Context: an optimization exercise on an open-source flow, tuned for small area. The choices shown serve that exercise and are no tape-out recipe.
Function was checked by simulation only, so behaviour that the tests miss may differ from the original.

## fp_dot4
module fp_dot4 (
    input  wire         clk,
    input  wire         rst,
    input  wire         in_valid,
    input  wire [127:0] a,
    input  wire [127:0] b,
    output wire         out_valid,
    output wire [31:0]  result
);
For scale: ~11000 cells after synthesis, roughly 480 flip-flops, roughly 290 I/O pins.
clock: 11.0 ns
lec_check: 0
cap_margin: 5
core_margin: 2
core_utilization: 68
place_density: 0.78
slew_margin: 5
synth_hierarchical: 1
synth_minimum_keep_size: 0
run.sh (not shown) runs the stock make flow with config.mk's settings and CLKGATE_MAP_FILE= SYNTH_SCRIPT=/design/flow/synth_recipe.tcl, a recipe that flattens the netlist after the stock synthesis.
Rerun with:
==> flow/flow/run.sh (new file) <==
#!/bin/bash
# The standard layout (the standard.sh: ORFS from synthesis to the final
# layout), with two ORFS options the standard layout leaves at their
# defaults:
#  - the port buffers are sky130_fd_sc_hd__buf_1 instead of the delay cell
#    buffer_ports picks by default (the resizer still upsizes them where
#    timing or slew needs it);
#  - after synthesis, flow/downsize.tcl sets combinational cells to drive
#    strength 1 (ORFS's POST_SYNTH_TCL hook), leaving sizing to the resizer.
# make's full output goes to standard_make.log in this folder; each ORFS step
# also keeps its own log under orfs/logs/.
set -euo pipefail
export BUFFER_PORTS_ARGS="-buffer_cell sky130_fd_sc_hd__buf_1"
export POST_SYNTH_TCL="$PWD/flow/downsize.tcl"
bash standard.sh > standard_make.log 2>&1
==> flow/flow/downsize.tcl (new file) <==
# Sourced by ORFS's synth_odb step (POST_SYNTH_TCL), after the synthesised
# netlist is loaded: every combinational cell that synthesis mapped to a
# drive strength above 1 goes back to the drive-1 cell of the same function
# and pins (ABC sizes gates for loads it only guesses at). Flip-flops, clock
# cells and tie cells keep theirs. The resizer in the later steps sizes up
# again where slew, capacitance or timing need it.
set db [ord::get_db]
set n 0
foreach inst [[ord::get_db_block] getInsts] {
  set name [[$inst getMaster] getName]
  if {![regexp {^(sky130_fd_sc_hd__[a-z0-9]+)_([0-9]+)$} $name -> base drive]} { continue }
  if {$drive <= 1} { continue }
  if {[regexp {dfxtp|dfrtp|dfstp|clk|conb|lpflow|probe|tap|fill|decap|dlygate|dlymetal} $base]} { continue }
  set nm [$db findMaster ${base}_1]
  if {$nm eq "NULL"} { continue }
  if {[catch {$inst swapMaster $nm} err]} { puts "downsize: kept $name ([$inst getName]): $err"; continue }
  incr n
}
puts "downsize: $n instances set to drive strength 1"
==> flow/standard.sh (new file) <==
#!/bin/bash
# synth_recipe.tcl (not shown) runs the flow's synth.tcl, then flattens the netlist and writes it again
# the make line also repeats each setting of config.mk as NAME=value (left out here)
make -C /OpenROAD-flow-scripts/flow DESIGN_CONFIG=/design/flow/config.mk WORK_HOME=/design/flow/orfs CLKGATE_MAP_FILE= SYNTH_SCRIPT=/design/flow/synth_recipe.tcl "${@:-finish}"
- CAP_MARGIN: 5 -> 20
- CORE_UTILIZATION: 68 -> 75
- GPL_TIMING_DRIVEN: not set -> 0
- PLACE_DENSITY: 0.78 -> 0.85
- SLEW_MARGIN: 5 -> 20
removed: flow/run.sh
What happened:
- With this change the flow failed in global routing (GRT-0232)
- synthesized cell count is unchanged
- area after synthesis fell by 2.5%


fp_dot4, a different RTL version from the one above (not shown whole).
Size in the first run: roughly 12,000 cells after synthesis, roughly 480 flip-flops, about 290 I/O pins, roughly 0.11 mm2 of cells after synthesis.
make LEC_CHECK=0 CAP_MARGIN=20 CORE_MARGIN=2 CORE_UTILIZATION=40 SLEW_MARGIN=20 SYNTH_HIERARCHICAL=1 SYNTH_MINIMUM_KEEP_SIZE=0 finish   # period 11.0 ns
Stock flow here: none of the scripts above is used.
The starting point completed without violations.
Then changed:
CORE_UTILIZATION = 60   (was 40)
PLACE_DENSITY = 0.72   (was default)
- via count went up slightly
- clock-buffer cell count went down by 2
- cell area went down slightly
- area after synthesis is unchanged
- flip-flop and latch count is unchanged


fp_dot4 with an RTL version that a note above also has.
Size: about 11000 cells after synthesis, about 99000 sq um of cells after synthesis.
==> flow/design.v (excerpt) <==
module fp_dot4 (
    input  wire         clk,
    input  wire         rst,
    input  wire         in_valid,
    input  wire [127:0] a,
    input  wire [127:0] b,
    output wire         out_valid,
    output wire [31:0]  result
);
Settings: LEC_CHECK=0, CAP_MARGIN=20, CORE_MARGIN=2, CORE_UTILIZATION=68, PLACE_DENSITY=0.78, SLEW_MARGIN=20, SYNTH_HIERARCHICAL=1, SYNTH_MINIMUM_KEEP_SIZE=0; clock period 11.0 ns.
standard.sh (not shown) runs the stock make flow with config.mk's settings and CLKGATE_MAP_FILE= SYNTH_SCRIPT=/design/flow/synth_recipe.tcl, a recipe that flattens the netlist after the stock synthesis.
==> flow/flow/run.sh <==
#!/bin/bash
# The standard layout (the standard.sh: ORFS from synthesis to the final
# layout), with two ORFS options the standard layout leaves at their
# defaults:
#  - the port buffers are sky130_fd_sc_hd__buf_1 instead of the delay cell
#    buffer_ports picks by default (the resizer still upsizes them where
#    timing or slew needs it);
#  - after synthesis, flow/downsize.tcl sets combinational cells to drive
#    strength 1 (ORFS's POST_SYNTH_TCL hook), leaving sizing to the resizer.
# make's full output goes to standard_make.log in this folder; each ORFS step
# also keeps its own log under orfs/logs/.
set -euo pipefail
export BUFFER_PORTS_ARGS="-buffer_cell sky130_fd_sc_hd__buf_1"
export POST_SYNTH_TCL="$PWD/flow/downsize.tcl"
bash standard.sh > standard_make.log 2>&1
==> flow/flow/downsize.tcl <==
# Sourced by ORFS's synth_odb step (POST_SYNTH_TCL), after the synthesised
# netlist is loaded: every combinational cell that synthesis mapped to a
# drive strength above 1 goes back to the drive-1 cell of the same function
# and pins (ABC sizes gates for loads it only guesses at). Flip-flops, clock
# cells and tie cells keep theirs. The resizer in the later steps sizes up
# again where slew, capacitance or timing need it.
set db [ord::get_db]
set n 0
foreach inst [[ord::get_db_block] getInsts] {
  set name [[$inst getMaster] getName]
  if {![regexp {^(sky130_fd_sc_hd__[a-z0-9]+)_([0-9]+)$} $name -> base drive]} { continue }
  if {$drive <= 1} { continue }
  if {[regexp {dfxtp|dfrtp|dfstp|clk|conb|lpflow|probe|tap|fill|decap|dlygate|dlymetal} $base]} { continue }
  set nm [$db findMaster ${base}_1]
  if {$nm eq "NULL"} { continue }
  if {[catch {$inst swapMaster $nm} err]} { puts "downsize: kept $name ([$inst getName]): $err"; continue }
  incr n
}
puts "downsize: $n instances set to drive strength 1"
The starting point finished with timing, DRC and antenna clean.
==> next run, changes <==
- CORE_UTILIZATION: 68 -> 75
- PLACE_DENSITY: 0.78 -> 0.85
Utilization climbs by 7.1 points.
Non-clock buffer count decreases by 14.
Worst hold slack stays flat.
Sequential share of layout area is about the same.
Cell count went down slightly.
Count of clock-buffer cells in the layout shrinks by 2.
==> next run, changes <==
==> flow/run.sh (new file) <==
#!/bin/bash
# synth_recipe.tcl (not shown) runs the flow's synth.tcl, then flattens the netlist and writes it again
# the make line also repeats each setting of config.mk as NAME=value (left out here)
make -C /OpenROAD-flow-scripts/flow DESIGN_CONFIG=/design/flow/config.mk WORK_HOME=/design/flow/orfs CLKGATE_MAP_FILE= SYNTH_SCRIPT=/design/flow/synth_recipe.tcl finish
- CORE_UTILIZATION: 75 -> 68
- PLACE_DENSITY: 0.85 -> 0.78
removed: flow/flow/run.sh
removed: flow/flow/downsize.tcl
removed: flow/standard.sh
Result: The changed run produced a clean layout; via count went down by 1.8%; global-route usage went down by 4.2 points; first-iteration DRC count went down by 9.8%; worst setup slack improved by 120 ps; core utilization went down by 6.6 points.

-- port drivers added, routing unchanged --
How much do the figures lean on ideal ports? The routed layouts below were timed once more, with nothing changed but the port constraints.
Step 1 sets driving cells, clkbuf_16 on the clock port and buf_2 on the other inputs (assumed; they add their load-dependent delay and slew).
Step 2 also shifts input and output timing later by t, the mid clock arrival at the registers, as if the neighbouring blocks saw the same clock.
Slacks: ideal ports / drivers / drivers and shift; pairs: ideal ports / drivers.
| run | t, ns | slack for setup (ns) | hold WS [ns] | latest minus earliest clock arrival (ns) | cell pins on the clock port's net |
|---|---|---|---|---|---|
| the first run of note 1 | 0.737 | 0.529 / 0.451 / -0.041 | 0.443 / 0.443 / 0.443 | 0.028 / 0.028 | 1 |
| the first run of note 2 | 0.778 | 0.645 / 0.645 / 0.080 | 0.442 / 0.442 / 0.442 | 0.061 / 0.061 | 1 |
| the second run of note 2 | 0.738 | 0.605 / 0.605 / -0.053 | 0.438 / 0.438 / 0.438 | 0.061 / 0.061 | 1 |
| the first run of note 3 | 0.726 | 0.606 / 0.606 / 0.045 | 0.434 / 0.434 / 0.434 | 0.038 / 0.037 | 1 |
| the second run of note 3 | 0.726 | 0.423 / 0.423 / 0.073 | 0.437 / 0.437 / 0.437 | 0.036 / 0.035 | 1 |
| the third run of note 3 | 0.737 | 0.546 / 0.467 / 0.003 | 0.443 / 0.443 / 0.443 | 0.026 / 0.026 | 1 |
With both steps, setup timing fails in the first run of note 1 and the second run of note 2, where it was met with ideal ports. For the second run of note 2, which loses most, drivers alone change the setup slack by 0.000 ns; drivers and shift together by -0.658 ns.
